This is an optimization exercise on Yosys and OpenROAD, whose aim is small area, not a production implementation.
Where RTL was checked, it was by simulation tests only, not by an equivalence proof against the original.
No activity file was given, so power comes from the tool's default toggle rates.

==> flow/design.v <==
module disp_7segment(
input [3:0] in,
output [6:0] segment);
assign segment[0] = (in[0] & ~in[1] & ~in[2] & ~in[3]) | (~in[0] & ~in[1] & in[2] & ~in[3]) | (in[0] & in[1] & ~in[2] & in[3]) | (in[0] & ~in[1] & in[2] & in[3]);
assign segment[1] = (in[0] & ~in[1] & in[2] & ~in[3]) | (~in[0] & in[1] & in[2] & ~in[3]) | (in[0] & in[1] & ~in[2] & in[3]) | (~in[0] & ~in[1] & in[2] & in[3]) | (~in[0] & in[1] & in[2] & in[3]) | (in[0] & in[1] & in[2] & in[3]);
assign segment[2] = (~in[0] & in[1] & ~in[2] & ~in[3]) | (~in[0] & ~in[1] & in[2] & in[3]) | (~in[0] & in[1] & in[2] & in[3]) | (in[0] & in[1] & in[2] & in[3]);
assign segment[3] = (in[0] & ~in[1] & ~in[2] & ~in[3]) | (~in[0] & ~in[1] & in[2] & ~in[3]) | (in[0] & in[1] & in[2] & ~in[3]) | (~in[0] & in[1] & ~in[2] & in[3]) | (in[0] & in[1] & in[2] & in[3]);
assign segment[4] = (in[0] & ~in[1] & ~in[2] & ~in[3]) | (in[0] & in[1] & ~in[2] & ~in[3]) | (~in[0] & ~in[1] & in[2] & ~in[3]) | (in[0] & ~in[1] & in[2] & ~in[3]) | (in[0] & in[1] & in[2] & ~in[3]) | (in[0] & ~in[1] & ~in[2] & in[3]);
assign segment[5] = (in[0] & ~in[1] & ~in[2] & ~in[3]) | (~in[0] & in[1] & ~in[2] & ~in[3]) | (in[0] & in[1] & ~in[2] & ~in[3]) | (in[0] & in[1] & in[2] & ~in[3]) | (in[0] & ~in[1] & in[2] & in[3]);
assign segment[6] = (~in[0] & ~in[1] & ~in[2] & ~in[3]) | (in[0] & ~in[1] & ~in[2] & ~in[3]) | (in[0] & in[1] & in[2] & ~in[3]) | (~in[0] & ~in[1] & in[2] & in[3]);
endmodule
module kypd(
input clk, rst, sample_en,
input [1:0] state,
input [3:0] row,
output [3:0] col,
output done,
output reg [15:0] number
);
reg [2:0] gap;       
reg [1:0] rank;      
reg [2:0] count;
reg [1:0] new_rank;
reg [3:0] key;
wire [3:0] pressed = ~row;
wire [3:0] order = (state == 2'd0) ? {pressed[2], pressed[1], pressed[0], pressed[3]} : pressed;
wire any_new = |pressed;
wire button_released = sample_en & ~any_new & (gap == 3'd3) ;
assign col[0] = (state == 2'd0) ? 1'b0 : 1'b1;
assign col[1] = (state == 2'd1) ? 1'b0 : 1'b1;
assign col[2] = (state == 2'd2) ? 1'b0 : 1'b1;
assign col[3] = (state == 2'd3) ? 1'b0 : 1'b1;
always @(*)
begin
	casez (order)
		4'b1???: new_rank = 2'd3;
		4'b01??: new_rank = 2'd2;
		4'b001?: new_rank = 2'd1;
		default: new_rank = 2'd0;
	endcase
end
always @(*)
begin
	case ({state, rank})
		4'h0: key = 4'h0;
		4'h1: key = 4'h1;
		4'h2: key = 4'h4;
		4'h3: key = 4'h7;
		4'h4: key = 4'h2;
		4'h5: key = 4'h5;
		4'h6: key = 4'h8;
		4'h7: key = 4'hf;
		4'h8: key = 4'h3;
		4'h9: key = 4'h6;
		4'ha: key = 4'h9;
		4'hb: key = 4'he;
		4'hc: key = 4'ha;
		4'hd: key = 4'hb;
		4'he: key = 4'hc;
		default: key = 4'hd;
	endcase
end
assign done = count[2];
always @(posedge clk)
begin
	if (rst)
		gap <= 3'd4;
	else if (sample_en)
	begin
		if (any_new)
			gap <= 3'd0;
		else if (~gap[2])
			gap <= gap + 3'd1;
	end
end
always @(posedge clk)
begin
	if (sample_en & any_new)
		rank <= new_rank;
end
always @(posedge clk)
begin
	if (rst)
		count <= 3'd0;
	else if (button_released)
		count <= done ? 3'd0 : count + 3'd1;
end
always @(posedge clk)
begin
	if (button_released & ~done)
		number <= {number[11:0], key};
end
endmodule
module input_password(
input clk, rst, sample_en,
input [1:0] state,
input [3:0] row,
output [3:0] col,
output cycle_complete,
output [15:0] code
);
kypd u1 (clk, rst, sample_en, state, row, col, cycle_complete, code);
endmodule
module profiles(
input clk, rst, en, done, write,
input [15:0] password,
input [3:0] selected_profile,
input [3:0] slot,
output valid
);
reg [255:0] ring;
reg [15:0] match;
reg ok;         
reg wpend;      
reg [3:0] wsel;
reg clr;        
wire wnow = wpend & (slot == wsel);
wire [15:0] head = clr ? 16'd0 : wnow ? password : ring[15:0];
wire [15:0] match_at_rise = {match[0], match[15:1]};
assign valid = ~rst & done & ok;
always @(posedge clk)
begin
	ring <= {head, ring[255:16]};
	match <= {head == password, match[15:1]};
end
always @(posedge clk)
begin
	if (rst)
		clr <= 1'b1;
	else if (&slot)
		clr <= 1'b0;
end
always @(posedge clk)
begin
	if (rst)
	begin
		ok <= 1'b1;
		wpend <= 1'b0;
	end
	else
	begin
		if (en & done)
			ok <= ~write & match_at_rise[selected_profile];
		if (en & done & write)
			wpend <= 1'b1;
		else if (wnow)
			wpend <= 1'b0;
	end
end
always @(posedge clk)
begin
	if (en & done & write)
		wsel <= selected_profile;
end
endmodule
module digital_lock(
input clk, rst, add_profile, d3_in,
input [3:0] profile_selected,
input [3:0] row,
output [3:0] col,
output [1:0] high, low,
output valid,
output reg locked,
output [6:0] dis_code0, dis_code1, dis_code2, dis_code3
);
reg [9:0] cnt;
wire div_rise = &cnt[7:0];
wire div_fall = ~cnt[7] & (&cnt[6:0]);
wire [15:0] code;
wire done;
reg disp_on;    
reg zero_seen;  
assign high = 2'b11;
assign low = 2'b00;
always @(posedge clk)
begin
	if (rst)
		cnt <= 10'h080;
	else
		cnt <= cnt + 10'd1;
end
input_password in_pass (clk, rst, div_fall, cnt[9:8], row, col, done, code);
profiles prof (clk, rst, div_rise, done, add_profile, code, profile_selected, cnt[3:0], valid);
wire [15:0] pass_code = disp_on ? code : 16'd0;
disp_7segment disp1 (pass_code[3:0]  , dis_code0);
disp_7segment disp2 (pass_code[7:4]  , dis_code1);
disp_7segment disp3 (pass_code[11:8] , dis_code2);
disp_7segment disp4 (pass_code[15:12], dis_code3);
always @(posedge clk)
begin
	if (rst)
		disp_on <= 1'b0;
	else if (div_rise)
		disp_on <= done;
end
always @(posedge clk)
begin
	if (rst)
	begin
		zero_seen <= ~d3_in;
		locked <= 1'b0;
	end
	else if (div_rise)
	begin
		zero_seen <= ~d3_in;
		locked <= locked | zero_seen;
	end
end
endmodule
make LEC_CHECK=0 ABC_AREA=1 CAP_MARGIN=20 CORE_MARGIN=2 CORE_UTILIZATION=60 CTS_BUF_LIST=sky130_fd_sc_hd__clkbuf_8 CTS_CLUSTER_DIAMETER=50 CTS_CLUSTER_SIZE=20 PLACE_DENSITY=0.7 SLEW_MARGIN=20 finish   # period 10.0 ns
run.sh (not shown) runs the stock make flow with config.mk's settings and CLKGATE_MAP_FILE= SYNTH_SCRIPT=/design/flow/synth_recipe.tcl, a recipe that flattens the netlist after the stock synthesis.
The baseline completed with no timing, DRC or antenna violations.
Next try:
==> flow/flow/run.sh (new file) <==
#!/bin/bash
# The standard layout, with the port buffers made from the smallest buffer cell.
set -euo pipefail
bash standard.sh BUFFER_PORTS_ARGS="-buffer_cell sky130_fd_sc_hd__buf_1" finish > standard.log 2>&1
==> flow/standard.sh (new file) <==
#!/bin/bash
# synth_recipe.tcl (not shown) runs the flow's synth.tcl, then flattens the netlist and writes it again
# the make line also repeats each setting of config.mk as NAME=value (left out here)
make -C /OpenROAD-flow-scripts/flow DESIGN_CONFIG=/design/flow/config.mk WORK_HOME=/design/flow/orfs CLKGATE_MAP_FILE= SYNTH_SCRIPT=/design/flow/synth_recipe.tcl "${@:-finish}"
ABC_AREA = default   (was 1)
removed: flow/run.sh
=> The new run ran to the end with no violations. Power is higher slightly. Final cell count is lower by roughly a tenth. Register-to-register slack gains 0.30 ns. Sequential share of layout area is higher by 2.9 points. Sequential power barely changes. Utilization is lower by 2.3 points. Routed wire length is lower by roughly a tenth. Worst setup slack gains 0.47 ns. Count of clock-buffer cells in the layout stays the same. Global-route usage is lower by 2.2 points. Die area is lower slightly.
Next try:
==> flow/run.sh (new file) <==
#!/bin/bash
# synth_recipe.tcl (not shown) runs the flow's synth.tcl, then flattens the netlist and writes it again
# the make line also repeats each setting of config.mk as NAME=value (left out here)
make -C /OpenROAD-flow-scripts/flow DESIGN_CONFIG=/design/flow/config.mk WORK_HOME=/design/flow/orfs CLKGATE_MAP_FILE= SYNTH_SCRIPT=/design/flow/synth_recipe.tcl finish
removed: flow/flow/run.sh
removed: flow/standard.sh
Outcome: The changed run finished with timing, DRC and antenna clean. Synthesized area does not change. Cell area came out higher by 3.2%. Clock power grows by about 3%. Synthesized cell count is unchanged. Clock skew barely changes. Via count is higher by about 2%. Count of clock-buffer cells in the layout goes up by 3. Die area stays the same. Global-route usage increases by 0.12 points.
Next try:
CTS_BUF_LIST = sky130_fd_sc_hd__clkbuf_4   (was sky130_fd_sc_hd__clkbuf_8)
CTS_CLUSTER_DIAMETER = 40   (was 50)
CTS_CLUSTER_SIZE = 10   (was 20)
Routed wire length grows by 2.4%.
Core utilization barely changes.
Design area hardly moves.
Worst hold slack got worse by 0.0047 ns.
Total power grows by 0.34%.
No run of this note included a check of the RTL's function; only the layout flow was run.

========
Setup of run 1:
Another version of the RTL of digital_lock (not shown whole).
Size in the first run: roughly 310 flip-flops, about 8600 um^2 of cells after synthesis.
// digital_lock
module digital_lock(
input clk, rst, add_profile, d3_in,
input [3:0] profile_selected,
input [3:0] row,
output [3:0] col,
output [1:0] high, low,
output valid,
output reg locked,
output [6:0] dis_code0, dis_code1, dis_code2, dis_code3
);
reg [9:0] cnt;
wire div_rise = &cnt[7:0];
wire div_fall = ~cnt[7] & (&cnt[6:0]);
wire [15:0] code;
wire done;
reg disp_on;    
reg zero_seen;  
assign high = 2'b11;
assign low = 2'b00;
always @(posedge clk)
begin
	if (rst)
		cnt <= 10'h080;
	else
		cnt <= cnt + 10'd1;
end
input_password in_pass (clk, rst, div_fall, cnt[9:8], row, col, done, code);
profiles prof (clk, rst, div_rise, done, add_profile, code, profile_selected, cnt[3:0], valid);
wire [15:0] pass_code = disp_on ? code : 16'd0;
disp_7segment disp1 (pass_code[3:0]  , dis_code0);
disp_7segment disp2 (pass_code[7:4]  , dis_code1);
disp_7segment disp3 (pass_code[11:8] , dis_code2);
disp_7segment disp4 (pass_code[15:12], dis_code3);
always @(posedge clk)
begin
	if (rst)
		disp_on <= 1'b0;
	else if (div_rise)
  ...
==> flow/config.mk <==
export PLATFORM = sky130hd
export DESIGN_NAME = digital_lock
export DESIGN_NICKNAME = digital_lock
export VERILOG_FILES = /design/flow/design.v
export SDC_FILE = /design/flow/constraint.sdc
export NUM_CORES = 4
export LEC_CHECK = 0
export CAP_MARGIN = 20
export CORE_MARGIN = 2
export CORE_UTILIZATION = 80
export CTS_BUF_LIST = sky130_fd_sc_hd__clkbuf_16
export CTS_CLUSTER_DIAMETER = 60
export CTS_CLUSTER_SIZE = 32
export PLACE_DENSITY = 0.9
export SLEW_MARGIN = 20
==> flow/constraint.sdc <==
create_clock -name core_clock -period 10.0 [get_ports {clk}]
set_input_delay 2.0000 -clock core_clock [delete_from_list [all_inputs] [get_ports {clk}]]
set_output_delay 2.0000 -clock core_clock [all_outputs]
set_load 0.01 [all_outputs]
standard.sh (not shown) runs the stock make flow with config.mk's settings and CLKGATE_MAP_FILE= SYNTH_SCRIPT=/design/flow/synth_recipe.tcl, a recipe that flattens the netlist after the stock synthesis.
==> flow/flow/run.sh <==
#!/bin/bash
# The standard layout, with the port buffers made from the smallest buffer cell.
set -euo pipefail
bash standard.sh BUFFER_PORTS_ARGS="-buffer_cell sky130_fd_sc_hd__buf_1" finish > standard.log 2>&1
Having completed the whole flow, run 1 delivered a layout that passed the timing, DRC and antenna checks.
Here is what was changed in the inputs of run 4 compared with run 1.
- CTS_BUF_LIST changed from sky130_fd_sc_hd__clkbuf_16 to sky130_fd_sc_hd__clkbuf_8
- CTS_CLUSTER_DIAMETER changed from 60 to 50
- CTS_CLUSTER_SIZE changed from 32 to 20
- PLACE_DENSITY changed from 0.9 to 0.7
- CORE_UTILIZATION changed from 80 to 60
Results
Per the comparison of run 4 with run 1, number of design-rule violations left by the first detailed-router iteration lost 431, growth of design area from synthesis to finish picked up an extra 0.67 points. Re final design area excluding fillers: run 4 and run 1 aren't equal, and the higher value belongs to run 4. Global routing met1 resource utilization was higher in run 1 than in run 4.
No functional check of the RTL was part of any run of this note.

========
v44:
digital_lock, a different RTL version from the one above (not shown whole).
Size in the first run: roughly 620 cells after synthesis, about 310 flip-flops, roughly 50 I/O pins.
clock: 10.0 ns
lec_check: 0
cap_margin: 20
core_margin: 2
core_utilization: 75
cts_buf_list: sky130_fd_sc_hd__clkbuf_8
cts_cluster_diameter: 50
cts_cluster_size: 20
place_density: 0.85
slew_margin: 20
==> flow/flow/run.sh <==
#!/bin/bash
# The standard layout, with the port buffers made from the smallest buffer cell
# and a clock tree without dummy loads.
set -euo pipefail
bash standard.sh \
  BUFFER_PORTS_ARGS="-buffer_cell sky130_fd_sc_hd__buf_1" \
  CTS_ARGS="-sink_clustering_enable -repair_clock_nets -dont_use_dummy_load -buf_list sky130_fd_sc_hd__clkbuf_4 -sink_clustering_size 12 -sink_clustering_max_diameter 45" \
  finish > standard.log 2>&1
Having completed the whole flow, v44 delivered a layout that passed the timing, DRC and antenna checks.
The inputs of v59 differ from those of v44 as listed below.
diff --git a/flow/flow/run.sh b/flow/flow/run.sh
--- a/flow/flow/run.sh
+++ b/flow/flow/run.sh
@@ -2,3 +2,3 @@
 # The standard layout, with the port buffers made from the smallest buffer cell
-# and a clock tree without dummy loads.
+# and a clock tree of small buffers (clkbuf_4, at most 12 sinks each) without dummy loads.
 set -euo pipefail
diff --git a/flow/config.mk b/flow/config.mk
--- a/flow/config.mk
+++ b/flow/config.mk
@@ -9,3 +9,3 @@
 export CORE_MARGIN = 2
-export CORE_UTILIZATION = 75
+export CORE_UTILIZATION = 70
 export CTS_BUF_LIST = sky130_fd_sc_hd__clkbuf_8
@@ -13,3 +13,3 @@
 export CTS_CLUSTER_SIZE = 20
-export PLACE_DENSITY = 0.85
+export PLACE_DENSITY = 0.8
 export SLEW_MARGIN = 20
Notes after the runs:
Between v44 and v59, the difference in synthesized cell count is negligible.
~same sequential share of layout area in v44 and v59
Looking at wire length of the first global-routing pass across v44 and v59, the one that comes out higher is v59.
Going from v44 to v59, the number of antenna violations at the first check in global routing was found to have gone up by 1.
The lower routed wire length came out of v59.
Across both runs, met3 track utilization from global routing was higher for v59 than for v44.
Setup changes, v59 to v6
diff --git a/flow/config.mk b/flow/config.mk
--- a/flow/config.mk
+++ b/flow/config.mk
@@ -9,3 +9,3 @@
 export CORE_MARGIN = 2
-export CORE_UTILIZATION = 70
+export CORE_UTILIZATION = 75
 export CTS_BUF_LIST = sky130_fd_sc_hd__clkbuf_8
@@ -13,3 +13,3 @@
 export CTS_CLUSTER_SIZE = 20
-export PLACE_DENSITY = 0.8
+export PLACE_DENSITY = 0.85
 export SLEW_MARGIN = 20
==> comparison <==
Core occupancy in the finished layout: v6 vs v59 up 4.7 points
Compared with v59, in v6 final cell count went down by about 0.37%, routed wire length now sits higher, clock skew higher.
Changes in v8 relative to v6:
==> flow/flow/run.sh <==
#!/bin/bash
# The standard layout, with the port buffers made from the smallest buffer cell
# and a clock tree without dummy loads.
set -euo pipefail
bash standard.sh \
  BUFFER_PORTS_ARGS="-buffer_cell sky130_fd_sc_hd__buf_1" \
  CTS_ARGS="-sink_clustering_enable -repair_clock_nets -dont_use_dummy_load -buf_list sky130_fd_sc_hd__clkbuf_4 -sink_clustering_size 11 -sink_clustering_max_diameter 40" \
  finish > standard.log 2>&1
--- outcome ---
In v8 the cell area turned out about 0.43% higher than in v6. Delta (v8 minus v6): number of port buffers held steady, share of power burned in the clock network climbed 1.5 points, total design power +about 2%.

========
Setup of onyx:
digital_lock, a different RTL version from the one above (not shown whole).
Size: about 630 cells after synthesis, roughly 50 I/O pins, about 0.0084 mm² of cells after synthesis.
==> flow/config.mk <==
export PLATFORM = sky130hd
export DESIGN_NAME = digital_lock
export DESIGN_NICKNAME = digital_lock
export VERILOG_FILES = /design/flow/design.v
export SDC_FILE = /design/flow/constraint.sdc
export NUM_CORES = 4
export LEC_CHECK = 0
export CAP_MARGIN = 20
export CORE_MARGIN = 2
export CORE_UTILIZATION = 65
export CTS_BUF_LIST = sky130_fd_sc_hd__clkbuf_8
export CTS_CLUSTER_DIAMETER = 50
export CTS_CLUSTER_SIZE = 20
export PLACE_DENSITY = 0.75
export SLEW_MARGIN = 20
==> flow/constraint.sdc <==
create_clock -name core_clock -period 10.0 [get_ports {clk}]
set_input_delay 2.0000 -clock core_clock [delete_from_list [all_inputs] [get_ports {clk}]]
set_output_delay 2.0000 -clock core_clock [all_outputs]
set_load 0.01 [all_outputs]
==> flow/flow/run.sh <==
#!/bin/bash
# The standard layout, with the port buffers made from the smallest buffer cell
# and a clock tree of small buffers (clkbuf_4, at most 12 sinks each) without dummy loads.
set -euo pipefail
bash standard.sh \
  BUFFER_PORTS_ARGS="-buffer_cell sky130_fd_sc_hd__buf_1" \
  CTS_ARGS="-sink_clustering_enable -repair_clock_nets -dont_use_dummy_load -buf_list sky130_fd_sc_hd__clkbuf_4 -sink_clustering_size 12 -sink_clustering_max_diameter 45" \
  finish > standard.log 2>&1
Per the final summary, onyx finished and its layout is clean on timing, DRC and antenna.
Edits applied to the flow inputs when going from onyx to fjord:
# onyx
export LEC_CHECK = 0
export CAP_MARGIN = 20
export CORE_MARGIN = 2
export CORE_UTILIZATION = 65
export CTS_BUF_LIST = sky130_fd_sc_hd__clkbuf_8
export CTS_CLUSTER_DIAMETER = 50
export CTS_CLUSTER_SIZE = 20
export PLACE_DENSITY = 0.75
export SLEW_MARGIN = 20
create_clock -name core_clock -period 10.0 [get_ports {clk}]
# fjord
export LEC_CHECK = 0
export CAP_MARGIN = 20
export CORE_MARGIN = 2
export CORE_UTILIZATION = 75
export CTS_BUF_LIST = sky130_fd_sc_hd__clkbuf_8
export CTS_CLUSTER_DIAMETER = 50
export CTS_CLUSTER_SIZE = 20
export PLACE_DENSITY = 0.85
export SLEW_MARGIN = 20
create_clock -name core_clock -period 10.0 [get_ports {clk}]
==> comparison <==
- Looking at global-route usage, fjord sits 4.3 points higher than onyx does.
- fjord -> onyx: number of sinks driven by the clock tree delta 0, exact match
- Die: fjord smaller than onyx
- Going from onyx to fjord, the slew of the pin with the lowest slew margin was found to have gone up by 17 ps.
- Compared with onyx, in fjord proportion of cell area occupied by registers rose 0.40 points; ratio of routed vias to standard cells picked up an extra 0.25; amount of wire on met3 after detailed routing increased about 12%; number of clock-tree buffers in the layout decreased by 1 relative to the old numbers.

## static timing again, ports no longer ideal
The flow's constraints put no driver on any port. The routed layouts listed below were extracted and timed again, unchanged, in two steps. Step 1 sets driving cells, clkbuf_16 on the clock port and buf_2 on the other inputs (assumed; they add their load-dependent delay and slew). Step 2 adds t to the input delays and takes it off the output delays; t is the mean of the earliest and latest rising clock arrival at the registers after step 1. Input paths then give back, and output paths get back, about the clock's delay inside the block. Slacks: no drivers / after step 1 / after step 2; pairs: no drivers / after step 1.
run	t (ns)	setup slack, ns	worst hold slack (ns)	worst data-port slew with drivers (ns)	cell pins on the clock port's net
the first run of note 1	0.557	4.583 / 4.563 / 4.563	0.323 / 0.323 / 0.323	0.03	1
the second run of note 1	0.547	5.052 / 5.026 / 5.026	0.325 / 0.325 / 0.325	0.03	1
the third run of note 1	0.556	4.424 / 4.397 / 4.397	0.322 / 0.322 / 0.322	0.04	1
the fourth run of note 1	0.641	4.412 / 4.386 / 4.386	0.317 / 0.317 / 0.317	0.04	1
run 1	0.534	5.004 / 4.946 / 4.946	0.319 / 0.319 / 0.319	0.05	1
run 4	0.572	5.052 / 5.026 / 5.026	0.317 / 0.317 / 0.317	0.03	1
v44	0.621	5.057 / 5.031 / 5.031	0.272 / 0.272 / 0.272	0.03	1
v59	0.653	5.053 / 5.026 / 5.026	0.308 / 0.308 / 0.308	0.03	1
v6	0.621	5.057 / 5.031 / 5.031	0.272 / 0.272 / 0.272	0.03	1
v8	0.587	5.051 / 5.026 / 5.026	0.309 / 0.309 / 0.309	0.03	1
onyx	0.672	5.021 / 4.995 / 4.995	0.310 / 0.310 / 0.310	0.03	1
fjord	0.621	4.998 / 4.962 / 4.962	0.281 / 0.281 / 0.281	0.04	1
After both steps setup and hold are still met in every run listed. The setup slack of run 1, which loses most, moves by -0.058 ns with the drivers and by -0.058 ns with both steps.
